This design comes from an exercise in tuning for small area and a short achievable clock period on the open sky130 flow, not from production work. Function was checked by simulation only, so behaviour that the tests miss may differ from the original. No activity file was given, so power comes from the tool's default toggle rates.

==> design/flow/design.v <==
module Prefetch(
  input         clock,
  input         reset,
  input  [31:0] io_pc,
  input  [31:0] io_address,
  input         io_enable,
  input         io_reset,
  output [31:0] io_prefetch_address,
  output        io_prefetch_valid,
  output        io_ready,
  output        io_inited
);
  reg        ready;
  reg        inited;
  reg        io_ready_REG;
  reg        REG;          
  reg        enable_REG;   
  reg        ph;           
  reg        pv_reg;       
  reg [31:0] aq;           
  reg [7:0]  rdq;          
  reg [7:0]  wq;           
  reg        fq;           
  reg [7:0]   valid;
  reg [7:0]   nonempty;    
  reg [255:0] e_pc;
  reg [255:0] e_addr;
  reg [255:0] e_stride;
  reg [255:0] e_rel;
  reg [63:0]  lru;
  wire req = io_enable & ~enable_REG;
  wire clr = io_reset & ~REG;
  wire [7:0] empty = ~nonempty;    
  wire [7:0] is_lru;
  genvar gi, gj;
  generate
    for (gi = 0; gi < 8; gi = gi + 1) begin : g_dec
      wire [7:0] newer;
      for (gj = 0; gj < 8; gj = gj + 1) begin : g_n
        if (gj < gi)       assign newer[gj] = lru[8*gj+gi];
        else if (gj > gi)  assign newer[gj] = ~lru[8*gi+gj];
        else               assign newer[gj] = 1'b1;
      end
      assign is_lru[gi] = &newer;
    end
  endgenerate
  wire any_empty = |empty;
  wire [7:0] lo_empty = empty & ~(empty - 8'd1);
  wire [7:0] hi_empty;
  assign hi_empty[7] = empty[7];
  generate
    for (gi = 0; gi < 7; gi = gi + 1) begin : g_hi
      assign hi_empty[gi] = empty[gi] & ~|empty[7:gi+1];
    end
  endgenerate
  wire [7:0] victim = any_empty ? lo_empty : is_lru;
  wire [7:0] hi_empty_v = hi_empty & valid;
  wire pc_zero = (io_pc == 32'h0);
  wire [7:0] mnz;
  generate
    for (gi = 0; gi < 8; gi = gi + 1) begin : g_m
      assign mnz[gi] = nonempty[gi] & (e_pc[32*gi +: 32] == io_pc);
    end
  endgenerate
  wire any_mnz = |mnz;
  wire found = any_mnz | (pc_zero & any_empty);
  wire [7:0] rd   = mnz | ({8{pc_zero}} & hi_empty_v);
  wire [7:0] wsel = any_mnz ? mnz : victim;
  reg [31:0] A, S, R;
  integer k;
  always @(*) begin
    A = 32'h0; S = 32'h0; R = 32'h0;
    for (k = 0; k < 8; k = k + 1) begin
      A = A | ({32{rdq[k]}} & e_addr[32*k +: 32]);
      S = S | ({32{rdq[k]}} & e_stride[32*k +: 32]);
      R = R | ({32{rdq[k]}} & e_rel[32*k +: 32]);
    end
  end
  wire Rz    = (R == 32'h0);
  wire Rle1  = (R[31:1] == 31'h0);
  wire Rlt4  = (R[31:2] == 30'h0);
  wire Rones = (R == 32'hffffffff);
  wire [31:0] hs = A ^ S ^ aq;
  wire [31:0] cg = (A & S) | ((A ^ S) & ~aq);
  wire same = (hs == {cg[30:0], 1'b0});
  reg [31:0] newStride, Rinc;
  reg        cs, ci;
  integer b;
  always @(*) begin
    cs = 1'b1; ci = 1'b1;
    for (b = 0; b < 32; b = b + 1) begin
      newStride[b] = aq[b] ^ ~A[b] ^ cs;
      cs = (aq[b] & ~A[b]) | (aq[b] & cs) | (~A[b] & cs);
      Rinc[b] = R[b] ^ ci;
      ci = R[b] & ci;
    end
  end
  wire replace = same ? Rones : Rle1;
  wire vld = fq & (same ? (~Rz & ~Rones) : ~Rlt4);
  wire [31:0] w_stride = ~fq ? 32'h0 : replace ? newStride : S;
  wire [31:0] w_rel = ~fq ? 32'h0 : replace ? 32'h1 : same ? Rinc : {1'b0, R[31:1]};
  wire pv_out = ph ? vld : pv_reg;
  wire [31:0] sum = aq + S;
  integer i, j;
  always @(posedge clock) begin
    REG <= io_reset;
    enable_REG <= io_enable;
    io_ready_REG <= ready;
    if (req) begin
      aq <= io_address;
      rdq <= rd;
      wq <= wsel;
      fq <= found;
    end
    if (reset) begin
      ph <= 1'b0;
      pv_reg <= 1'b0;
      ready <= 1'b0;
      inited <= 1'b0;
      valid <= 8'h0;
      nonempty <= 8'h0;
    end else begin
      ph <= req;
      if (ph) pv_reg <= vld;
      ready <= io_enable;
      inited <= io_reset & (~REG | inited);
      for (i = 0; i < 8; i = i + 1) begin
        if (req & wsel[i]) begin
          valid[i] <= 1'b1;
          nonempty[i] <= ~pc_zero;
        end else if (clr) begin
          valid[i] <= 1'b0;
          nonempty[i] <= 1'b0;
        end
      end
    end
    for (i = 0; i < 8; i = i + 1) begin
      if (req & wsel[i])
        e_pc[32*i +: 32] <= io_pc;
      if (ph & wq[i]) begin
        e_addr[32*i +: 32] <= aq;
        e_stride[32*i +: 32] <= w_stride;
        e_rel[32*i +: 32] <= w_rel;
      end
    end
    if (req) begin
      for (i = 0; i < 8; i = i + 1)
        for (j = i + 1; j < 8; j = j + 1)
          if (wsel[i]) lru[8*i+j] <= 1'b1;
          else if (wsel[j]) lru[8*i+j] <= 1'b0;
    end
  end
  assign io_prefetch_address = {32{pv_out}} & sum;
  assign io_prefetch_valid = pv_out;
  assign io_ready = io_ready_REG;
  assign io_inited = inited;
endmodule
==> design/flow/flow/run.sh <==
#!/bin/bash
# The standard layout (standard.sh: the standard flow's synthesis, floorplan, placement,
# CTS, routing and finish, unchanged), with two optimisation knobs passed to
# ORFS: repair_timing aims for extra setup slack on the worst path only
# (TNS_END_PERCENT=0), and the port buffers start as buf_1 (the resizer
# upsizes those on critical paths). The SDC and clock period are the standard flow's.
set -euo pipefail
bash standard.sh \
  SETUP_SLACK_MARGIN=60 \
  TNS_END_PERCENT=0 \
  "BUFFER_PORTS_ARGS=-buffer_cell sky130_fd_sc_hd__buf_1" \
  finish > flow_make.log 2>&1
==> design/flow/standard.sh <==
#!/bin/bash
# synth_recipe.tcl (not shown) runs the flow's synth.tcl, then flattens the netlist and writes it again
# the make line also repeats each setting of config.mk as NAME=value (left out here)
make -C /OpenROAD-flow-scripts/flow DESIGN_CONFIG=/design/flow/config.mk WORK_HOME=/design/flow/orfs CLKGATE_MAP_FILE= SYNTH_SCRIPT=/design/flow/synth_recipe.tcl "${@:-finish}"
==> design/flow/config.mk <==
export PLATFORM = sky130hd
export DESIGN_NAME = Prefetch
export DESIGN_NICKNAME = Prefetch
export VERILOG_FILES = /design/flow/design.v
export SDC_FILE = /design/flow/constraint.sdc
export NUM_CORES = 4
export LEC_CHECK = 0
export CAP_MARGIN = 20
export CORE_MARGIN = 2
export CORE_UTILIZATION = 55
export CTS_CLUSTER_DIAMETER = 80
export CTS_CLUSTER_SIZE = 30
export PLACE_DENSITY = 0.7
export SETUP_SLACK_MARGIN = 5
export SLEW_MARGIN = 20
==> design/flow/constraint.sdc <==
create_clock -name core_clock -period 80.0 [get_ports {clock}]
set_input_delay 16.0000 -clock core_clock [delete_from_list [all_inputs] [get_ports {clock}]]
set_output_delay 16.0000 -clock core_clock [all_outputs]
set_load 0.01 [all_outputs]
==> qor.csv, run 1 <==
metric,value,unit
status,finished clean,
grt.overflow.total,0,
drc,0,
synth-edff-count,1101,
drive_above_1_share,0.0873,
setup_viol,0,
gp_congestion,0.891,
slew_violations,0,
first_pass_iters,6,
crit_arrival,5.31,ns
post-route-min-period,21.31,ns
fmax,46.9,MHz
cts.sinks,1124,
holdCritStartpoint,ready,
reg2reg_from,rdq[7],
holdPathEnd,io_ready_REG,
hold_buffers,0,
antenna_found_initial,1,
final_antenna_net_count,0,
synth_top_flop_cell,edfxtp_1,
synth_cell_types,70,
finalPower,1.04,mW
path_max_fanout,25,
powerDensity,20.4,nW/um^2
rows,106,
final_cell_mix,"1101 x edfxtp_1, 383 x a22oi_1, 153 x xnor2_1",
final_common_cell,edfxtp_1,
slowest_stage,or4_4,
max-clock-path-buffers,3,
postSynthAreaPerCell,16.0,um^2
num_vias,27344,
rsz0062_at_grt,true,
synthCells,2904,
wl,120000,um
power_switching,0.235,mW
dp_hpwl,62900,um
grt_max_degree,63,
p_seq_frac,0.633,
cp-end-kind,output pin,
path_class,reg -> out,
cp_num_buf_inv,6,
final.setup.tns,0,ns
worstPathRequired,64.00,ns
critPathMaxStageDelay,0.56,ns
power_leakage,16.7,nW
avgViaCountPerCell,6.50,
synth_nets,3097,
grt_usage,0.277,
worstMarginPinSlew,1.18,ns
min_path_type,reg -> reg,
die_w,295,um
pwr-share-clk,0.298,
hold_depth,0,
grt_pass1_wl,177000,um
die_h,295,um
synth_seq_cells,1124,
syn_to_final_growth,9.83,%
cts_tree,yes,
wl_per_cell,28.5,um
drtIter0Drc,3213,
ir_drop,0.0278,mV
skew,0.0603,ns
seq_area_frac_synth,0.721,
p_int,0.806,mW
placeableCoreArea,83700,um^2
final_nets,3229,
p_comb_frac,0.069,
r2r_cells,39,
async_reset_ff_frac,0,
synth-warning-count,1,
cts.clk_slew.worst_paths,0.11,ns
r2r_slack,63.96,ns
r2r_end,e_stride[159],
startpoint_type,register,
cp_top_family,simple AND/OR/NAND/NOR gates,
max_cap_violations,0,
initial_utilization,0.556,
synth_area,46500,um^2
first_global_vias,27277,
cp_cell_sequence,buf_12 -> buf_16 -> a22oi_1 -> nand4_1 -> inv_2 -> fa_1 -> xnor2_1 -> nor4_2 -> nand2_1 -> or4_4 -> o311ai_4 -> a41oi_4 -> buf_12 -> bufbuf_16 -> nor2_1 -> buf_1,
htreeDepth,2,
dieArea,86900,um^2
worstSetupStartpoint,rdq[3],
finalHoldViolations,0,
period_share,0.266,
cts_buffers,48,
clkLatencyLatePin,0.67,ns
clockRootBuffer,clkbuf_16,
switching_share,0.226,
relSlewSlack,0.205,
path_common_cell,buf_12,
boundaryPins,103,
portBuffers,102,
through the flow:
stage,cells,area [um^2],hold slack (ns),util,worst slack [ns]
floorplan,2904,46600,0.310,-,59.99
global placement,4053,48000,0.315,0.574,58.60
detailed placement,4053,48000,0.318,0.574,58.47
CTS,4198,51000,0.317,0.609,58.94
global route,4204,51100,0.315,0.610,58.53
finish,4206,51100,0.320,0.610,58.69
power groups by stage:
stage / clock network (mW) / logic (mW) / registers [mW]
final: 0.311 / 0.0720 / 0.658
after global routing: 0.331 / 0.0769 / 0.659
after CTS: 0.312 / 0.0701 / 0.658
after detailed placement: 0 / 0.0630 / 0.672
after global placement: 0 / 0.0611 / 0.671
after floorplan: 0 / 0.0411 / 0.670
synthesized netlist by cell type, types with 4 or more instances:
cell type,n,area [um^2]
edfxtp_1,1101,33100
a21o_1,23,173
o31ai_1,4,30.0
nand3_1,27,135
fa_1,62,1240
clkbuf_1,38,143
a32o_1,7,70.1
a31oi_1,6,37.5
o21bai_1,5,37.5
ha_1,63,788
a22oi_1,384,2880
buf_6,17,191
inv_1,63,236
nor3_1,62,310
nand2b_1,7,43.8
a211oi_1,33,248
dfxtp_1,23,460
xor2_1,157,1380
and3_1,7,43.8
o21ai_0,16,80.1
buf_1,32,120
a22o_1,7,61.3
nand3_2,4,40.0
buf_4,22,165
nor4_1,64,400
nand2_1,68,255
buf_2,40,200
o21ai_2,6,52.6
a21oi_1,32,160
xnor2_1,157,1380
and2_1,16,100
nand2_2,6,37.5
and4_1,7,61.3
nor2_1,142,533
nand4_1,143,895
repair_timing:
action	4_1_cts	5_1_grt
cloned	21	0
gates resized for setup	83	6
pin swaps	30	8
setup endpoints to repair	33	33
buffers inserted	40	6
per-layer routing:
| metal | vias up | GRT usage | routed length, um |
|---|---|---|---|
| met5 | - | 0 | 0 |
| met2 | 1552 | 0.450 | 57300 |
| met1 | 13878 | 0.385 | 47700 |
| met4 | 0 | 0.0917 | 4000 |
| met3 | 277 | 0.0444 | 11100 |
| li1 | 11637 | - | - |
worst reg2reg max path: cells and delay by family, from the launching register on:
kind / cells / cell delay (ns)
fa+ha+maj: 31 / 13.26
compound gates: 2 / 0.93
buf+inv: 4 / 0.74
flops: 1 / 0.44
simple gates: 1 / 0.18
xor+xnor: 1 / 0.16
cell type report:
| class | count | area [um^2] |
|---|---|---|
| Sequential cell | 1124 | 33500 |
| Fill cell | 6073 | 32600 |
| Multi-Input combinational cell | 1566 | 12100 |
| Timing Repair Buffer | 231 | 2160 |
| Tap cell | 1134 | 1420 |
| Clock buffer | 67 | 1350 |
| Inverter | 65 | 250 |
| Clock inverter | 17 | 240 |
| Antenna cell | 2 | 5.00 |
how the worst max path moves through the flow:
stage	end	depth (start not counted)
after floorplan	io_prefetch_address[31]	17
after global placement	io_prefetch_address[31]	17
after detailed placement	io_prefetch_address[31]	17
after CTS	io_prefetch_address[31]	18
after global routing	io_prefetch_address[31]	16
final	io_prefetch_address[2]	16
cell families after synthesis:
group | Yosys count | synth area share
DFF | 1124 | 0.721
and+or+nand+nor | 579 | 0.0660
AOI/OAI and AO/OA | 546 | 0.0869
muxes | 2 | 0.000431
adders and majority gates | 125 | 0.0436
xor gates and xnor gates | 314 | 0.0591
buffers and inverters | 214 | 0.0229
==> run 2: changes to the inputs <==
--- a/design/flow/design.v
+++ b/design/flow/design.v
@@ -20,6 +20,7 @@
   reg [31:0] aq;           
   reg [7:0]  rdq;          
-  reg [7:0]  wq;           
-  reg        fq;           
+  reg        mq;           
+  reg        zq;           
+  reg        cq;           
   reg [7:0]   valid;
   reg [7:0]   nonempty;    
@@ -67,11 +68,13 @@
   wire [7:0] rd   = mnz | ({8{pc_zero}} & hi_empty_v);
   wire [7:0] wsel = any_mnz ? mnz : victim;
-  reg [31:0] A, S, R;
+  wire       fq = mq | (zq & any_empty);
+  wire [7:0] wq = mq ? rdq : victim;
+  reg [31:0] A1, S1, A, S, R;
   integer k;
   always @(*) begin
-    A = 32'h0; S = 32'h0; R = 32'h0;
+    A1 = 32'h0; S1 = 32'h0; R = 32'h0;
     for (k = 0; k < 8; k = k + 1) begin
-      A = A | ({32{rdq[k]}} & e_addr[32*k +: 32]);
-      S = S | ({32{rdq[k]}} & e_stride[32*k +: 32]);
+      A1 = A1 | ({32{rd[k]}} & e_addr[32*k +: 32]);
+      S1 = S1 | ({32{rd[k]}} & e_stride[32*k +: 32]);
       R = R | ({32{rdq[k]}} & e_rel[32*k +: 32]);
     end
@@ -109,10 +112,13 @@
     if (req) begin
       aq <= io_address;
+      A <= A1;
+      S <= S1;
       rdq <= rd;
-      wq <= wsel;
-      fq <= found;
+      mq <= any_mnz;
+      zq <= pc_zero;
     end
     if (reset) begin
       ph <= 1'b0;
+      cq <= 1'b0;
       pv_reg <= 1'b0;
       ready <= 1'b0;
@@ -125,11 +131,12 @@
       ready <= io_enable;
       inited <= io_reset & (~REG | inited);
+      cq <= clr & req;
       for (i = 0; i < 8; i = i + 1) begin
-        if (req & wsel[i]) begin
-          valid[i] <= 1'b1;
-          nonempty[i] <= ~pc_zero;
-        end else if (clr) begin
+        if ((clr & ~req) | (ph & cq & ~wq[i])) begin
           valid[i] <= 1'b0;
           nonempty[i] <= 1'b0;
+        end else if (ph & wq[i]) begin
+          valid[i] <= 1'b1;
+          nonempty[i] <= ~zq;
         end
       end
@@ -144,9 +151,9 @@
       end
     end
-    if (req) begin
+    if (ph) begin
       for (i = 0; i < 8; i = i + 1)
         for (j = i + 1; j < 8; j = j + 1)
-          if (wsel[i]) lru[8*i+j] <= 1'b1;
-          else if (wsel[j]) lru[8*i+j] <= 1'b0;
+          if (wq[i]) lru[8*i+j] <= 1'b1;
+          else if (wq[j]) lru[8*i+j] <= 1'b0;
     end
   end
--- a/design/flow/config.mk
+++ b/design/flow/config.mk
@@ -8,8 +8,8 @@
 export CAP_MARGIN = 20
 export CORE_MARGIN = 2
-export CORE_UTILIZATION = 55
-export CTS_CLUSTER_DIAMETER = 80
-export CTS_CLUSTER_SIZE = 30
-export PLACE_DENSITY = 0.7
+export CORE_UTILIZATION = 65
+export CTS_CLUSTER_DIAMETER = 70
+export CTS_CLUSTER_SIZE = 27
+export PLACE_DENSITY = 0.75
 export SETUP_SLACK_MARGIN = 5
 export SLEW_MARGIN = 20
==> run 2 against run 1 <==
  * Setup slack gained 1.2 ns
  * Sequential share of layout area grew 1.2 points
  * Register-to-register slack gained 1.8 ns
  * Cell area grew 3.3%
  * Final cell count shrank 1.9%
  * Sequential cell count grew 58
  * Utilization grew 10 points
  * Critical path type unchanged
  * Critical endpoint is now io_prefetch_address[19]
  * Highest routed layer unchanged
==> qor.csv, run 2 <==
metric,value,unit,change
gp_congestion,0.913,,+2.5%
fmax,49.8,MHz,+6.1%
rows,100,,-5.7%
final.setup.tns,0,ns,unchanged
post-route-min-period,20.09,ns,-1.22 ns
wl,122000,um,+1.4%
num_vias,28288,,+3.5%
final_common_cell,edfxtp_1,,
grt_usage,0.315,,+0.0384
path_class,reg -> out,,
status,finished clean,,
holdCritStartpoint,ready,,
synth_top_flop_cell,edfxtp_1,,
cp_top_family,simple AND/OR/NAND/NOR gates,,
relSlewSlack,0.237,,+0.0326
seq_area_frac_synth,0.724,,+0.00271
async_reset_ff_frac,0,,unchanged
first_pass_iters,6,,unchanged
crit_arrival,4.09,ns,-1.22 ns
final_nets,3318,,+2.8%
htreeDepth,2,,unchanged
cts_tree,yes,,
avgViaCountPerCell,6.86,,+5.5%
drc,0,,unchanged
initial_utilization,0.655,,+0.0999
rsz0062_at_grt,true,,
boundaryPins,103,,unchanged
die_h,278,um,-5.8%
path_max_fanout,7,,-72%
die_w,278,um,-5.8%
min_path_type,reg -> reg,,
max_cap_violations,0,,unchanged
dieArea,77100,um^2,-11%
final_cell_mix,"1158 x edfxtp_1, 236 x a22oi_1, 174 x xnor2_1",,
max-clock-path-buffers,3,,unchanged
cts.clk_slew.worst_paths,0.10,ns,about the same
grt_max_degree,66,,+4.8%
antennaDiodeCount,0,,-2
drive_above_1_share,0.0988,,+0.0115
setup_viol,0,,unchanged
slew_violations,0,,unchanged
portBuffers,102,,unchanged
synth_commonest_cells,"1158 x edfxtp_1, 236 x a22oi_1, 179 x xnor2_1",,
power_leakage,17.4,nW,+4.1%
clockRootBuffer,clkbuf_16,,
critPathMaxStageDelay,0.49,ns,-0.07 ns
skew,0.0411,ns,-0.0192 ns
synth_cell_types,74,,+5.7%
cts.sinks,1182,,+5.2%
grt.overflow.total,0,,unchanged
cp_num_buf_inv,5,,-1
synth_top_area_share,0.714,,+0.00275
finalHoldViolations,0,,unchanged
worstSetupStartpoint,aq[11],,
cp-end-kind,output pin,,
slowest_stage,fa_1,,
final_antenna_net_count,0,,unchanged
period_share,0.251,,-0.0153
fin_hold_ws,0.348,ns,+0.0277 ns
yosysMostFrequentCell,edfxtp_1,,
grt_pass1_wl,180000,um,+1.4%
first_global_vias,28099,,+3.0%
synth_nets,3210,,+3.6%
reg2reg_from,aq[0],,
syn_to_final_growth,8.32,%,
ir_drop,0.0211,mV,-24%
synth_area_leaders,"edfxtp_1 71%, a22oi_1 3.6%, xnor2_1 3.2%",,
synth_area,48700,um^2,+4.8%
placeableCoreArea,74300,um^2,-11%
wl_per_cell,29.5,um,+3.4%
powerDensity,20.5,nW/um^2,+0.77%
synth_seq_cells,1182,,+5.2%
synthCells,3017,,+3.9%
clkLatencyLatePin,0.68,ns,about the same
synth_largest_area_cell,edfxtp_1,,
synth-warning-count,1,,unchanged
postSynthAreaPerCell,16.1,um^2,+0.85%
worstPathRequired,64.00,ns,about the same
synth-edff-count,1158,,+5.2%
startpoint_type,register,,
worstMarginPinSlew,1.14,ns,-0.0380 ns
antenna_found_initial,0,,-1
cts_buffers,55,,+15%
drtIter0Drc,3635,,+13%
dp_hpwl,67900,um,+8.0%
cp_cell_sequence,inv_2 -> fa_1 -> xnor2_1 -> nor4_2 -> nand4_1 -> nor3_2 -> nand4_1 -> buf_6 -> buf_12 -> o21ai_4 -> a41oi_4 -> clkbuf_16 -> nor3_2 -> buf_1,,
[run 2: changes by cell type in the layout (fill, tap and decap cells not counted), moves of 36 or more]
| cell | change |
|---|---|
| nand2_1 | +48 |
| nor2_1 | -45 |
| nor3_1 | -40 |
| edfxtp_1 | +57 |
| a221oi_1 | +47 |
| nand3_1 | +51 |
| nand4_1 | -36 |
| a22o_1 | +42 |
| a22oi_1 | -147 |
[run 2: path summary, 6_finish.rpt]
kind,endpoint,depth (start not counted),slack [ns]
min,io_ready_REG,0,0.35
min reg2reg,io_ready_REG,0,0.35
max reg2reg,e_stride[31],35,65.79
max,io_prefetch_address[19],14,59.91
[run 2: layout make-up]
class / instances / area [um^2]
clock inverters: 25 / 287
clock buffers: 64 / 1460
multi-input cells: 1610 / 12800
inverters: 64 / 268
flip-flops and latches: 1182 / 35300
fillers: 4755 / 21600
repair buffers: 212 / 1500
well taps: 969 / 1210
[run 2: through the flow]
| step | setup WS, ns | instance area (um^2) | instances | power [mW] | util |
|---|---|---|---|---|---|
| 4_1_cts | 59.87 | 52400 | 4110 | 1.08 | 0.705 |
| 3_5_place_dp | 59.87 | 50000 | 3976 | 0.758 | 0.673 |
| 6_report | 59.91 | 52800 | 4126 | 1.08 | 0.710 |
| 5_1_grt | 59.80 | 52800 | 4126 | 1.11 | 0.710 |
| 3_3_place_gp | 59.92 | 50000 | 3975 | 0.757 | 0.673 |
| 2_1_floorplan | 60.48 | 48700 | 3017 | 0.737 | - |
[run 2: kinds of logic after synthesis]
logic type      count (synthesis)  share of synthesized area
compound gates                586                     0.0904
xor+xnor                      301                     0.0541
fa+ha+maj                     125                     0.0417
buf+inv                       225                     0.0229
flops                        1182                      0.724
mux                            37                    0.00771
simple gates                  561                     0.0595
[run 2: repair_timing]
action | 4_1_cts | 5_1_grt
gates resized for setup | 51 | 40
setup buffers | 42 | 9
pin swaps | 12 | 12
cloned | 3 | 1
hold buffers | 0 | 0
setup endpoints to repair | 33 | 33
[run 2: layer usage]
layer  track usage  up-vias  wire [um]
li1              -    12074          -
met1         0.435    14320      46300
met4         0.116        0       4860
met3        0.0483      266      11300
met2         0.518     1628      59400
met5             0        -          0
[run 2: where the power goes]
part / internal [mW] / switching, mW / total, mW
clock network: 0.145 / 0.189 / 0.334
registers: 0.685 / 0.00464 / 0.689
logic: 0.0203 / 0.0406 / 0.0609
total: 0.849 / 0.234 / 1.08
==> run 3: changes to the inputs <==
--- a/design/flow/design.v
+++ b/design/flow/design.v
@@ -99,8 +99,9 @@
     end
   end
-  wire replace = same ? Rones : Rle1;
+  wire same_w = (newStride == S);
+  wire replace = same_w ? Rones : Rle1;
   wire vld = fq & (same ? (~Rz & ~Rones) : ~Rlt4);
   wire [31:0] w_stride = ~fq ? 32'h0 : replace ? newStride : S;
-  wire [31:0] w_rel = ~fq ? 32'h0 : replace ? 32'h1 : same ? Rinc : {1'b0, R[31:1]};
+  wire [31:0] w_rel = ~fq ? 32'h0 : replace ? 32'h1 : same_w ? Rinc : {1'b0, R[31:1]};
   wire pv_out = ph ? vld : pv_reg;
   wire [31:0] sum = aq + S;
--- a/design/flow/flow/run.sh
+++ b/design/flow/flow/run.sh
@@ -7,5 +7,5 @@
 set -euo pipefail
 bash standard.sh \
-  SETUP_SLACK_MARGIN=60 \
+  SETUP_SLACK_MARGIN=61 \
   TNS_END_PERCENT=0 \
   "BUFFER_PORTS_ARGS=-buffer_cell sky130_fd_sc_hd__buf_1" \
==> run 3 against run 2 <==
  * Still clean
  * Via count is 1.4% higher
  * Register-to-register slack worse by 2.9 ns
  * Sequential share of layout area hardly changed
  * Worst hold slack worse by 0.014 ns
  * Clock-buffer cell count is 2 lower
  * Setup slack better by 0.14 ns
  * Clock power is 4% lower
  * Combinational power is 9.7% higher
  * Synthesized cell count is 1.1% higher
  * Critical path type unchanged
  * Largest power group unchanged
==> qor.csv, run 3 <==
metric,value,unit,change
dp_hpwl,69500,um,+2.3%
synth_area_leaders,"edfxtp_1 71%, xor2_1 3.4%, a22oi_1 2.7%",,
synthMuxAreaShare,0.0143,,+0.00661
synth_seq_cells,1182,,unchanged
cts_tree,yes,,
die_h,278,um,about the same
holdCritStartpoint,ready,,
status,finished clean,,
cts_buffers,54,,-1.8%
synthCells,3050,,+1.1%
final_antenna_net_count,0,,unchanged
hold_depth,0,,unchanged
grt_pass1_wl,180000,um,+0.41%
cts.clk_slew.worst_paths,0.10,ns,about the same
reg2reg_from,aq[0],,
final_nets,3385,,+2.0%
synth_nets,3243,,+1.0%
rows,100,,unchanged
period_share,0.249,,-0.00170
yosysMostFrequentCell,edfxtp_1,,
final.setup.tns,0,ns,unchanged
grt.overflow.total,0,,unchanged
htreeDepth,2,,unchanged
post-route-min-period,19.95,ns,-0.136 ns
final_common_cell,edfxtp_1,,
synth-edff-count,1158,,unchanged
drtIter0Drc,4179,,+15%
crit_arrival,3.95,ns,-0.14 ns
hold_buffers,0,,unchanged
path_class,reg -> out,,
powerDensity,20.4,nW/um^2,-0.60%
synth_cell_types,62,,-16%
async_reset_ff_frac,0,,unchanged
skew,0.0479,ns,+0.00687 ns
fmax,50.1,MHz,+0.68%
postSynthAreaPerCell,16.0,um^2,-0.97%
antenna_found_initial,0,,unchanged
max_cap_violations,0,,unchanged
first_global_vias,28508,,+1.5%
grt_usage,0.315,,-0.000387
avgViaCountPerCell,6.85,,-0.15%
worstMarginPinSlew,1.16,ns,+0.0204 ns
cp_cell_sequence,fa_1 -> xnor2_1 -> nor4_2 -> nand4_1 -> buf_4 -> or4_4 -> a41oi_4 -> buf_6 -> nor2_1 -> buf_1,,
dieArea,77200,um^2,+0.12%
rsz0062_at_grt,true,,
boundaryPins,103,,unchanged
grt_max_degree,66,,unchanged
min_path_type,reg -> reg,,
r2r_cells,43,,+23%
path_max_fanout,14,,+7
first_pass_iters,7,,+1
drc,0,,unchanged
drive_above_1_share,0.0829,,-0.0159
synth_area,48800,um^2,+0.12%
slowest_stage,or4_4,,
finalHoldViolations,0,,unchanged
startpoint_type,register,,
slew_violations,0,,unchanged
placeableCoreArea,74300,um^2,unchanged
synthSimpleGateAreaFrac,0.0670,,+0.00752
num_vias,28670,,+1.4%
critPathMaxStageDelay,0.64,ns,+0.15 ns
die_w,278,um,about the same
synth_largest_area_cell,edfxtp_1,,
cts.sinks,1182,,unchanged
seq_area_frac_synth,0.723,,-0.000854
clkLatencyLatePin,0.68,ns,about the same
wl,122000,um,+0.24%
synth-compound-area-share,0.0722,,-0.0182
synth-xor-area-share,0.0605,,+0.00640
relSlewSlack,0.224,,-0.0136
syn_to_final_growth,8.21,%,
wl_per_cell,29.1,um,-1.2%
clockRootBuffer,clkbuf_16,,
worstPathRequired,64.00,ns,about the same
worstSetupStartpoint,A[23],,
finalPower,1.08,mW,-0.58%
synth_commonest_cells,"1158 x edfxtp_1, 192 x xor2_1, 175 x a22oi_1",,
synth_top_flop_cell,edfxtp_1,,
power_leakage,17.7,nW,+1.7%
ir_drop,0.0189,mV,-11%
synth_top_area_share,0.713,,-0.000842
final_cell_mix,"1158 x edfxtp_1, 192 x xor2_1, 174 x a22oi_1",,
gp_congestion,1.00,,+9.9%
initial_utilization,0.656,,+0.000774
max-clock-path-buffers,3,,unchanged
setup_viol,0,,unchanged
synth_adder_area_share,0.0416,,-0.0000492
antennaDiodeCount,0,,unchanged
synth_top_family_by_area,compound AO/OA/AOI/OAI gates,,
portBuffers,102,,unchanged
cp-end-kind,output pin,,
synth-warning-count,1,,unchanged
[run 3: repair_timing]
action,CTS,global route
pin swaps,9,0
gates cloned,1,0
setup buffers,53,2
resized for setup,33,3
endpoints found under the setup margin,321,309
[run 3: routing by layer]
metal / track usage / part of all wire / vias up
met5: 0 / 0 / -
met4: 0.0995 / 0.032 / 0
met3: 0.0566 / 0.12 / 242
met2: 0.503 / 0.48 / 1871
met1: 0.448 / 0.37 / 14406
li1: - / - / 12151
[run 3: worst max-delay path, delay by kind of cell (launching register included)]
kind	cells	cell delay, ns
AOI/OAI and AO/OA	1	0.29
xor gates and xnor gates	1	0.22
adders and majority gates	1	0.53
buffers and inverters	3	0.57
DFF	1	0.45
and+or+nand+nor	4	1.19
[run 3: final timing paths]
path                              to  slack, ns
max          io_prefetch_address[22]      60.05
min                     io_ready_REG       0.33
max reg2reg               e_rel[182]      62.85
min reg2reg             io_ready_REG       0.33
[run 3: metrics by stage]
step                area, um^2  setup slack, ns  hold slack (ns)  instances   util
detailed placement       50300            59.55            0.315       4042  0.677
finish                   52800            60.05            0.334       4188  0.710
global route             52800            59.94            0.349       4188  0.710
global placement         50300            59.59            0.312       4042  0.677
floorplan                48800            60.36            0.310       3050      -
CTS                      52600            60.14            0.337       4179  0.707
[run 3: cell families after synthesis]
family	count (synthesis)
and+or+nand+nor	649
buffers and inverters	233
AOI/OAI and AO/OA	455
DFF	1182
xor gates and xnor gates	337
adders and majority gates	125
muxes	69
[run 3: final cells by class]
class | count | area [um^2]
sequential | 1182 | 35300
fill | 4703 | 21500
multi-input combinational | 1636 | 12800
timing repair buffer | 225 | 1490
clock buffer | 62 | 1400
tap | 969 | 1210
inverter | 93 | 374
clock inverter | 21 | 236
[run 3: power breakdown]
group	internal, mW	switching (mW)
Sequential	0.684	0.00430
Combinational	0.0220	0.0448
Clock	0.133	0.189
Total	0.840	0.238
==> run 4: changes to the inputs <==
--- a/design/flow/design.v
+++ b/design/flow/design.v
@@ -111,11 +111,11 @@
     enable_REG <= io_enable;
     io_ready_REG <= ready;
+    A <= A1;
+    rdq <= rd;
+    mq <= any_mnz;
+    zq <= pc_zero;
     if (req) begin
       aq <= io_address;
-      A <= A1;
       S <= S1;
-      rdq <= rd;
-      mq <= any_mnz;
-      zq <= pc_zero;
     end
     if (reset) begin
==> run 4 against run 3 <==
  * Total power shrank 1.8%
  * Setup slack lost 0.45 ns
  * Sequential power shrank 2%
  * Still clean on timing, DRC and antenna
  * Clock power grew 5%
  * Worst hold slack gained 0.011 ns
  * Combinational power shrank 37%
  * Cell area shrank 0.44%
  * Largest power group unchanged
  * Sequential cell count is the same
==> qor.csv, run 4 <==
metric,value,unit,change
postSynthAreaPerCell,15.8,um^2,-1.4%
synth_nets,3273,,+0.93%
grt_usage,0.311,,-0.00438
drc,0,,unchanged
synth-warning-count,1,,unchanged
hold_buffers,0,,unchanged
skew,0.0390,ns,-0.00895 ns
antenna_found_initial,1,,+1
grt_pass1_wl,178000,um,-1.1%
synth_top_area_share,0.690,,-0.0228
slowest_stage,or4_4,,
synthCells,3080,,+0.98%
cp_top_family,simple AND/OR/NAND/NOR gates,,
cp_num_buf_inv,4,,+1
min_path_type,reg -> reg,,
htreeDepth,2,,unchanged
max_cap_violations,0,,unchanged
post-route-min-period,20.40,ns,+0.448 ns
synth_top_flop_cell,edfxtp_1,,
num_vias,28454,,-0.75%
crit_arrival,4.40,ns,+0.45 ns
rsz0062_at_grt,true,,
syn_to_final_growth,8.22,%,about the same
clkLatencyLatePin,0.67,ns,about the same
async_reset_ff_frac,0,,unchanged
wl,120000,um,-1.9%
worstPathRequired,64.00,ns,about the same
rows,100,,unchanged
period_share,0.255,,+0.00560
grt.overflow.total,0,,unchanged
yosysMostFrequentCell,edfxtp_1,,
status,finished clean,,
synth_commonest_cells,"1116 x edfxtp_1, 208 x xor2_1, 175 x a22oi_1, 175 x nand2_1, 132 x xnor2_1",,
fmax,49.0,MHz,-2.2%
dieArea,76900,um^2,-0.44%
cts_tree,yes,,
cp_cell_sequence,inv_2 -> fa_1 -> xnor2_2 -> nor4_4 -> nand4_1 -> or4_4 -> a221oi_4 -> mux2i_4 -> clkbuf_16 -> buf_16 -> a211oi_4 -> buf_2,,
placeableCoreArea,74200,um^2,-0.17%
final_common_cell,edfxtp_1,,
drtIter0Drc,4137,,-1.0%
path_max_fanout,15,,+1
seq_area_frac_synth,0.717,,-0.00540
final_antenna_net_count,0,,unchanged
boundaryPins,103,,unchanged
cts.sinks,1182,,unchanged
slew_violations,0,,unchanged
synth_seq_cells,1182,,unchanged
dp_hpwl,67800,um,-2.5%
final_nets,3389,,+0.12%
first_pass_iters,13,,+6
grt_max_degree,66,,unchanged
finalPower,1.06,mW,-1.8%
initial_utilization,0.654,,-0.00184
powerDensity,20.1,nW/um^2,-1.3%
fin_hold_ws,0.345,ns,+0.0106 ns
avgViaCountPerCell,6.76,,-1.3%
finalHoldViolations,0,,unchanged
setup_viol,0,,unchanged
synth_cell_types,64,,+3.2%
startpoint_type,register,,
final_cell_mix,"1116 x edfxtp_1, 208 x xor2_1, 175 x a22oi_1",,
ir_drop,0.0188,mV,-0.47%
max-clock-path-buffers,3,,unchanged
path_class,reg -> out,,
die_h,277,um,-0.22%
synth_largest_area_cell,edfxtp_1,,
antennaDiodeCount,0,,unchanged
final.setup.tns,0,ns,unchanged
worstMarginPinSlew,1.16,ns,-0.000964 ns
power_leakage,17.3,nW,-2.1%
synth_area_leaders,"edfxtp_1 69%, xor2_1 3.8%, dfxtp_1 2.7%",,
wl_per_cell,28.5,um,-2.4%
synth-edff-count,1116,,-3.6%
relSlewSlack,0.224,,+0.000642
first_global_vias,28437,,-0.25%
synth_area,48600,um^2,-0.45%
portBuffers,102,,unchanged
clockRootBuffer,clkbuf_16,,
gp_congestion,0.902,,-10%
drive_above_1_share,0.0851,,+0.00219
cts.clk_slew.worst_paths,0.10,ns,about the same
cts_buffers,56,,+3.7%
cp-end-kind,output pin,,
critPathMaxStageDelay,0.53,ns,-0.11 ns
die_w,277,um,-0.22%
## run 4: cell type report
type | count | area, um^2
timing repair buffer | 212 | 1360
clock buffer | 85 | 1580
inverter | 87 | 348
fill | 4698 | 21700
sequential | 1182 | 34800
multi-input combinational | 1657 | 12900
clock inverter | 19 | 253
tap | 969 | 1210
## run 4: final timing paths
path / slack, ns / depth (start not counted) / startpoint / end
setup reg to reg: 62.66 / 43 / aq[0] / e_rel[83]
hold / removal: 0.34 / 0 / ready / io_ready_REG
setup / recovery: 59.60 / 12 / aq[6] / io_prefetch_address[12]
hold reg to reg: 0.34 / 0 / ready / io_ready_REG
## run 4: through the flow
step / cells / setup slack [ns] / instance area, um^2 / util
final: 4211 / 59.60 / 52500 / 0.708
after global routing: 4211 / 59.57 / 52500 / 0.708
after CTS: 4197 / 59.63 / 52300 / 0.704
after detailed placement: 4053 / 59.58 / 50000 / 0.674
after global placement: 4051 / 59.61 / 49900 / 0.673
after floorplan: 3080 / 60.37 / 48600 / -
## run 4: metal layers
layer | track usage | vias to the layer above | part of all wire
met5 | 0 | - | 0.000067
met4 | 0.0910 | 2 | 0.027
met3 | 0.0500 | 234 | 0.10
met2 | 0.504 | 1767 | 0.48
met1 | 0.441 | 14309 | 0.39
li1 | - | 12142 | -
## run 4: where the power goes
group / internal (mW) / switching (mW) / total (mW)
logic: 0.0144 / 0.0278 / 0.0422
clock network: 0.146 / 0.192 / 0.339
registers: 0.675 / 0.00304 / 0.678
total: 0.835 / 0.223 / 1.06
## run 4: cell families (layout without fill, tap and decap cells)
group                    Yosys count  count (layout)  synth area share
buffers and inverters            241             403            0.0237
flip-flops                      1182            1182             0.717
AO/OA/AOI/OAI                    470             470            0.0737
multiplexers                      66              66            0.0137
adder cells (fa/ha/maj)          125             125            0.0418
XOR/XNOR                         340             340            0.0613
AND/OR/NAND/NOR                  656             656            0.0683
## run 4: timing repair
item	in CTS	in global routing
gates cloned	0	1
resized for setup	27	18
pin swaps	5	8
setup buffers	40	8
setup endpoints to repair	352	321
## run 4: worst reg2reg max path: cells and delay by family, from the launching register on
| kind | cells | cell delay (ns) |
|---|---|---|
| adders and majority gates | 31 | 12.84 |
| buffers and inverters | 4 | 0.88 |
| AOI/OAI and AO/OA | 1 | 0.17 |
| xor gates and xnor gates | 1 | 0.30 |
| DFF | 1 | 0.46 |
| and+or+nand+nor | 6 | 2.37 |
==> run 5: changes to the inputs <==
--- a/design/flow/design.v
+++ b/design/flow/design.v
@@ -105,5 +105,21 @@
   wire [31:0] w_rel = ~fq ? 32'h0 : replace ? 32'h1 : same_w ? Rinc : {1'b0, R[31:1]};
   wire pv_out = ph ? vld : pv_reg;
-  wire [31:0] sum = aq + S;
+  reg [31:0] sum, bg, bp;
+  integer d, e;
+  always @(*) begin
+    bg = aq & S;
+    bp = aq ^ S;
+    for (d = 1; d < 32; d = d * 2)
+      for (e = 2*d-1; e < 32; e = e + 2*d) begin
+        bg[e] = bg[e] | (bp[e] & bg[e-d]);
+        bp[e] = bp[e] & bp[e-d];
+      end
+    for (d = 8; d >= 1; d = d / 2)
+      for (e = 3*d-1; e < 32; e = e + 2*d) begin
+        bg[e] = bg[e] | (bp[e] & bg[e-d]);
+        bp[e] = bp[e] & bp[e-d];
+      end
+    sum = (aq ^ S) ^ {bg[30:0], 1'b0};
+  end
   integer i, j;
   always @(posedge clock) begin
==> run 5 against run 4 <==
  * Synthesized cell count decreased by 4.6%
  * Via count decreased by 5.8%
  * Clock-buffer cell count decreased by 5
  * Critical path type unchanged
==> qor.csv, run 5 <==
metric,value,unit,change
max-clock-path-buffers,3,,unchanged
cts.sinks,1182,,unchanged
final_antenna_net_count,0,,unchanged
die_w,276,um,-0.61%
drive_above_1_share,0.0724,,-0.0128
initial_utilization,0.657,,+0.00287
synth_area,48000,um^2,-1.2%
relSlewSlack,0.241,,+0.0163
final_cell_count_no_fill,4054,,-3.7%
r2r_slack,62.89,ns,+0.23 ns
synth_area_leaders,"edfxtp_1 70%, xor2_1 4.6%, a22oi_1 4.0%",,
cts.clk_slew.worst_paths,0.10,ns,about the same
synth_cell_types,56,,-13%
wl_met3,9640,um,-22%
slew_violations,0,,unchanged
first_global_vias,26706,,-6.1%
endpoint,io_prefetch_address[30],,
p_seq_frac,0.648,,+0.008
seq_area_frac_synth,0.726,,+0.00899
r2r_end,e_rel[51],,
antennaDiodeCount,0,,unchanged
worstSetupStartpoint,S[9],,
drtIter0Drc,3257,,-21%
synth_commonest_cells,"1116 x edfxtp_1, 256 x a22oi_1, 250 x xor2_1",,
final_area,51600,um^2,-1.7%
wl_per_cell,27.9,um,-2.1%
multi_input_area,12300,um^2,-5.3%
ir_drop,0.0192,mV,+2.4%
reg2reg_from,aq[0],,
synth-edff-count,1116,,unchanged
skew,0.0418,ns,+0.00286 ns
max_cap_violations,0,,unchanged
placed_cell_area,49500,um^2,-1.1%
worstMarginPinSlew,1.14,ns,-0.0245 ns
synthCells,2938,,-4.6%
top_layer_used,met4,,
grt.overflow.total,0,,unchanged
first_pass_iters,9,,-4
final_common_cell,edfxtp_1,,
placeableCoreArea,73000,um^2,-1.7%
syn_to_final_growth,7.67,%,
gp_congestion,0.908,,+0.71%
fmax,49.6,MHz,+1.2%
synth_nets,3144,,-3.9%
drc,0,,unchanged
synth_largest_area_cell,edfxtp_1,,
status,finished clean,,
htreeDepth,2,,unchanged
rsz0062_at_grt,true,,
antenna_found_initial,1,,unchanged
synth_top_flop_cell,edfxtp_1,,
path_class,reg -> out,,
startpoint_type,register,,
cts_buffers,54,,-3.6%
async_reset_ff_frac,0,,unchanged
worstPathRequired,64.00,ns,about the same
grt_usage,0.300,,-0.0109
final_nets,3259,,-3.8%
cp-end-kind,output pin,,
avgViaCountPerCell,6.61,,-2.2%
boundaryPins,103,,unchanged
portBuffers,102,,unchanged
r2r_cells,44,,+2.3%
pwr-share-clk,0.317,,-0.003
final.setup.tns,0,ns,unchanged
dp_hpwl,63000,um,-7.1%
finalPower,1.05,mW,-1.1%
powerDensity,20.3,nW/um^2,+0.62%
grt_max_degree,66,,unchanged
cts_tree,yes,,
wl_met1,43500,um,-6.5%
rows,99,,-1.0%
pre_cts_ws,60.11,ns,+0.527 ns
numPlacedInstances,3915,,-3.4%
final_cell_mix,"1116 x edfxtp_1, 256 x a22oi_1, 250 x xor2_1",,
power_leakage,17.0,nW,-2.1%
crit_arrival,4.16,ns,-0.24 ns
grt_pass1_wl,168000,um,-6.1%
yosysMostFrequentCell,edfxtp_1,,
setup_viol,0,,unchanged
worst_slack,59.84,ns,+0.239 ns
power_switching,0.215,mW,-3.7%
wl_met2,55700,um,-3.6%
wl,113000,um,-5.7%
seq_area,34800,um^2,unchanged
synth_top_area_share,0.699,,+0.00865
hold_buffers,0,,unchanged
clockRootBuffer,clkbuf_16,,
switching_share,0.205,,-0.00539
clkLatencyLatePin,0.66,ns,about the same
fill_cells,4628,,-1.5%
die_h,276,um,-0.61%
postSynthAreaPerCell,16.3,um^2,+3.5%
num_vias,26795,,-5.8%
dieArea,76000,um^2,-1.2%
path_max_fanout,4,,-11
period_share,0.252,,-0.00298
p_int,0.832,mW,-0.46%
synth-warning-count,1,,unchanged
synth_seq_cells,1182,,unchanged
p_comb_frac,0.035,,-0.005
finalHoldViolations,0,,unchanged
post-route-min-period,20.16,ns,-0.239 ns
min_path_type,reg -> reg,,
[run 5: area by class of cell]
cell class	count	area share
inverters	95	0.00732
well taps	959	0.0232
flip-flops and latches	1182	0.675
repair buffers	203	0.0231
clock inverters	18	0.00446
multi-input cells	1517	0.237
clock buffers	80	0.0297
[run 5: logic make-up (layout without fill, tap and decap cells)]
group                      after synthesis  count (layout)  synth area share
DFF                                   1182            1182             0.726
and+or+nand+nor                        523             523            0.0551
AOI/OAI and AO/OA                      452             452            0.0722
xor gates and xnor gates               338             338            0.0617
buffers and inverters                  239             396            0.0225
adders and majority gates              138             138            0.0481
muxes                                   66              66            0.0139
[run 5: through the flow]
step,hold WS [ns],util
2_1_floorplan,0.310,-
3_3_place_gp,0.311,0.678
3_5_place_dp,0.313,0.678
4_1_cts,0.317,0.704
5_1_grt,0.314,0.708
6_report,0.315,0.708
[run 5: timing repair]
item                                    4_1_cts  5_1_grt
pin swaps                                     5        3
resized for setup                            11        2
buffers inserted                             11       28
endpoints found under the setup margin      279      312
[run 5: power by group through the flow]
stage               Clock, mW  Sequential (mW)  Combinational [mW]
finish                  0.331            0.679              0.0368
global route            0.353            0.679              0.0394
CTS                     0.334            0.679              0.0356
detailed placement          0            0.693              0.0343
global placement            0            0.693              0.0338
floorplan                   0            0.692              0.0193
[run 5: worst min-delay path by stage]
stage,start,cells after the start,endpoint,slack [ns]
final,ready,0,io_ready_REG,0.32
after global routing,ready,0,io_ready_REG,0.31
after CTS,ready,0,io_ready_REG,0.32
after detailed placement,ready,0,io_ready_REG,0.31
after global placement,ready,0,io_ready_REG,0.31
after floorplan,ready,0,io_ready_REG,0.31
[run 5: worst max-delay path, stage by stage, from the launching register on]
cell      delay [ns]
edfxtp_1        0.53
ha_1            0.41
a21oi_1         0.23
o21ai_0         0.19
a221oi_2        0.44
o211ai_1        0.27
a311oi_2        0.32
o21bai_1        0.12
a21oi_2         0.16
o21a_1          0.15
fa_1            0.41
nor2_1          0.12
buf_2           0.15
[run 5: metal layers]
metal | vias to the layer above | track usage
li1 | 11564 | -
met1 | 13518 | 0.422
met2 | 1472 | 0.499
met3 | 241 | 0.0307
met4 | 0 | 0.101
met5 | - | 0
==> run 6: changes to the inputs <==
--- a/design/flow/design.v
+++ b/design/flow/design.v
@@ -105,21 +105,5 @@
   wire [31:0] w_rel = ~fq ? 32'h0 : replace ? 32'h1 : same_w ? Rinc : {1'b0, R[31:1]};
   wire pv_out = ph ? vld : pv_reg;
-  reg [31:0] sum, bg, bp;
-  integer d, e;
-  always @(*) begin
-    bg = aq & S;
-    bp = aq ^ S;
-    for (d = 1; d < 32; d = d * 2)
-      for (e = 2*d-1; e < 32; e = e + 2*d) begin
-        bg[e] = bg[e] | (bp[e] & bg[e-d]);
-        bp[e] = bp[e] & bp[e-d];
-      end
-    for (d = 8; d >= 1; d = d / 2)
-      for (e = 3*d-1; e < 32; e = e + 2*d) begin
-        bg[e] = bg[e] | (bp[e] & bg[e-d]);
-        bp[e] = bp[e] & bp[e-d];
-      end
-    sum = (aq ^ S) ^ {bg[30:0], 1'b0};
-  end
+  wire [31:0] sum = aq + S;
   integer i, j;
   always @(posedge clock) begin
==> design/flow/run.sh (new file) <==
#!/bin/bash
# synth_recipe.tcl (not shown) runs the flow's synth.tcl, then flattens the netlist and writes it again
# the make line also repeats each setting of config.mk as NAME=value (left out here)
make -C /OpenROAD-flow-scripts/flow DESIGN_CONFIG=/design/flow/config.mk WORK_HOME=/design/flow/orfs CLKGATE_MAP_FILE= SYNTH_SCRIPT=/design/flow/synth_recipe.tcl finish
removed: design/flow/flow/run.sh
removed: design/flow/standard.sh
==> run 6 against run 5 <==
  * Critical path type unchanged
  * Sequential cell count did not move
  * Utilization rose by 0.19 points
  * Worst hold slack improved by 0.033 ns
  * Still clean
  * Clock power rose by 4%
  * Sequential power about the same
  * Die area up 1.2%
  * Highest routed layer unchanged
  * Critical path depth shrank 1
==> qor.csv, run 6 <==
metric,value,unit,change
antennaDiodeCount,0,,unchanged
finalHoldViolations,0,,unchanged
ir_drop,0.0188,mV,-2.3%
rows,100,,+1.0%
synth_commonest_cells,"1116 x edfxtp_1, 208 x xor2_1, 175 x a22oi_1, 175 x nand2_1, 132 x xnor2_1",,
startpoint_type,register,,
initial_utilization,0.654,,-0.00287
postCtsSetupBuffers,0,,-11
status,finished clean,,
worstMarginPinSlew,1.11,ns,-0.0275 ns
path_class,reg -> out,,
power_leakage,17.3,nW,+2.1%
die_w,277,um,+0.62%
seq_area,34800,um^2,unchanged
finish.utilization,0.710,,+0.00191
syn_to_final_growth,8.43,%,
final_cell_count_no_fill,4164,,+2.7%
cts_tree,yes,,
max_cap_violations,0,,unchanged
avgViaCountPerCell,6.69,,+1.2%
drive_above_1_share,0.0617,,-0.0107
clkLatencyLatePin,0.66,ns,about the same
wl,117000,um,+3.2%
fmax,45.8,MHz,-7.7%
first_pass_iters,8,,-1
final_nets,3342,,+2.5%
antenna_found_initial,0,,-1
cts_buffers,56,,+3.7%
path_max_fanout,26,,+22
final_common_cell,edfxtp_1,,
min_path_type,reg -> reg,,
gp_congestion,0.904,,-0.45%
cts_resized,0,,-11
period_share,0.273,,+0.0210
num_vias,27866,,+4.0%
synth_area_leaders,"edfxtp_1 69%, xor2_1 3.8%, dfxtp_1 2.7%",,
final_cell_mix,"1116 x edfxtp_1, 208 x xor2_1, 175 x a22oi_1",,
hold_buffers,0,,unchanged
skew,0.0272,ns,-0.0146 ns
r2r_slack,62.62,ns,-0.27 ns
numPlacedInstances,4058,,+3.7%
setup_viol,0,,unchanged
holdCritStartpoint,ready,,
async_reset_ff_frac,0,,unchanged
cts.clk_slew.worst_paths,0.10,ns,about the same
synth-edff-count,1116,,unchanged
hold_depth,0,,unchanged
synth_largest_area_cell,edfxtp_1,,
first_global_vias,27889,,+4.4%
placeableCoreArea,74200,um^2,+1.7%
synth-warning-count,1,,unchanged
clockRootBuffer,clkbuf_16,,
seq_area_frac_synth,0.717,,-0.00899
dp_hpwl,68200,um,+8.3%
grt_max_degree,66,,unchanged
boundaryPins,103,,unchanged
portBuffers,102,,unchanged
synthCells,3080,,+4.8%
synth_seq_cells,1182,,unchanged
drc,0,,unchanged
worstPathRequired,64.00,ns,about the same
htreeDepth,2,,unchanged
multi_input_area,12800,um^2,+4.1%
synth_cell_types,64,,+14%
fill_cells,4702,,+1.6%
synth_area,48600,um^2,+1.3%
powerDensity,20.2,nW/um^2,-0.48%
die_h,277,um,+0.62%
r2r_cells,41,,-6.8%
r2r_end,e_rel[211],,
crit_arrival,5.84,ns,+1.68 ns
slew_violations,0,,unchanged
relSlewSlack,0.259,,+0.0183
synth_top_flop_cell,edfxtp_1,,
reg2reg_from,aq[0],,
post-route-min-period,21.84,ns,+1.68 ns
drtIter0Drc,4055,,+25%
postSynthAreaPerCell,15.8,um^2,-3.4%
grt_usage,0.304,,+0.00439
yosysMostFrequentCell,edfxtp_1,,
rsz0062_at_grt,false,,
synth_nets,3273,,+4.1%
cts.sinks,1182,,unchanged
fin_hold_ws,0.348,ns,+0.0327 ns
grt.overflow.total,0,,unchanged
max-clock-path-buffers,3,,unchanged
grt_pass1_wl,175000,um,+4.6%
synth_top_area_share,0.690,,-0.00865
final.setup.tns,0,ns,unchanged
dieArea,76900,um^2,+1.2%
final_antenna_net_count,0,,unchanged
holdPathEnd,io_ready_REG,,
wl_per_cell,28.0,um,+0.48%
cp-end-kind,output pin,,
[run 6: cell count changes after synthesis, moves of 15 or more]
cell / delta
xnor2_1: +44
fa_1: -15
o21ai_0: +17
xor2_1: -42
nand4_1: +22
a22oi_1: -81
a222oi_1: +41
nor2_1: +27
nand2_1: +65
a21oi_1: +20
[run 6: layer usage]
metal  global-route usage  vias up  wire length [um]  part of all wire
met5                    0        -                 0                 0
met4               0.0726        0              2750             0.024
met3               0.0458      211             11200             0.096
met1                0.438    14067             45900              0.39
li1                     -    12033                 -                 -
met2                0.497     1555             56800              0.49
[run 6: through the flow]
stage / worst slack, ns / instance area, um^2 / power [mW]
after global placement: 58.97 / 50600 / 0.731
after detailed placement: 58.96 / 50700 / 0.733
after floorplan: 60.33 / 48600 / 0.715
after global routing: 58.00 / 52600 / 1.09
final: 58.16 / 52600 / 1.06
after CTS: 58.24 / 52600 / 1.06
[run 6: where the power goes]
| part | switching, mW | internal (mW) |
|---|---|---|
| logic | 0.0247 | 0.0153 |
| clock network | 0.193 | 0.150 |
| registers | 0.00456 | 0.675 |
| total | 0.222 | 0.840 |
[run 6: how the worst max path moves through the flow]
stage                          from                      end  slack, ns  cells past startpoint
after floorplan           io_pc[31]                e_pc[192]      60.33                      9
after global placement       aq[10]  io_prefetch_address[29]      58.97                     10
after detailed placement      aq[5]  io_prefetch_address[30]      58.96                     11
after CTS                     aq[5]  io_prefetch_address[30]      58.24                     11
after global routing          aq[5]  io_prefetch_address[24]      58.00                     11
final                         aq[5]  io_prefetch_address[30]      58.16                     11
[run 6: final cells by class]
cell class              count  share of cell area
clock buffers              82              0.0300
well taps                 969              0.0230
multi-input cells        1657               0.242
clock inverters            22             0.00513
repair buffers            165              0.0312
flip-flops and latches   1182               0.662
inverters                  87             0.00661
[run 6: cells by family after synthesis]
logic type,share of synthesized area
compound gates,0.0737
xor+xnor,0.0613
simple gates,0.0683
buf+inv,0.0237
fa+ha+maj,0.0418
flops,0.717
mux,0.0137
[run 6: critical path: stages (launching register included)]
cell             delay, ns
edfxtp_1              0.66
inv_1                 0.11
fa_1                  0.46
xnor2_1               0.14
nor4_1                0.77
nand4_1               0.43
or4_1                 0.58
a221oi_1              0.49
mux2i_4               0.28
buf_16                0.26
a2111oi_0             0.36
clkdlybuf4s50_1       0.62

==> port drivers added, routing unchanged <==
In the flow no input, the clock included, has a driving cell. The finished layouts below were timed again as built, in two steps. Step 1 assumes that a clkbuf_16 drives the clock port and a buf_2 every other input. Step 2 times the ports against the registers' clock, not the clock port: input delays grow and output delays shrink by t, the midpoint of the rising clock arrivals with the driver on. Slacks: ideal ports / drivers / drivers and shift; pairs: ideal ports / drivers.
| run | t (ns) | setup WS [ns] | worst setup path after step 2 | worst register clock-pin slew, ns | worst slew at a driven data input, ns |
|---|---|---|---|---|---|
| run 1 | 0.711 | 58.690 / 58.622 / 59.332 | register to output | 0.11 / 0.11 | 0.04 |
| run 2 | 0.726 | 59.914 / 59.845 / 59.882 | input to register | 0.10 / 0.10 | 0.05 |
| run 3 | 0.716 | 60.050 / 59.986 / 59.949 | input to register | 0.11 / 0.11 | 0.12 |
| run 4 | 0.715 | 59.602 / 59.541 / 59.984 | input to register | 0.10 / 0.10 | 0.10 |
| run 5 | 0.702 | 59.841 / 59.775 / 60.045 | input to register | 0.11 / 0.11 | 0.04 |
| run 6 | 0.712 | 58.157 / 58.091 / 58.803 | register to output | 0.11 / 0.11 | 0.05 |
After both steps every run listed still meets setup and hold. The setup slack of run 3, which loses most, moves by -0.064 ns with the drivers and by -0.101 ns with both steps.
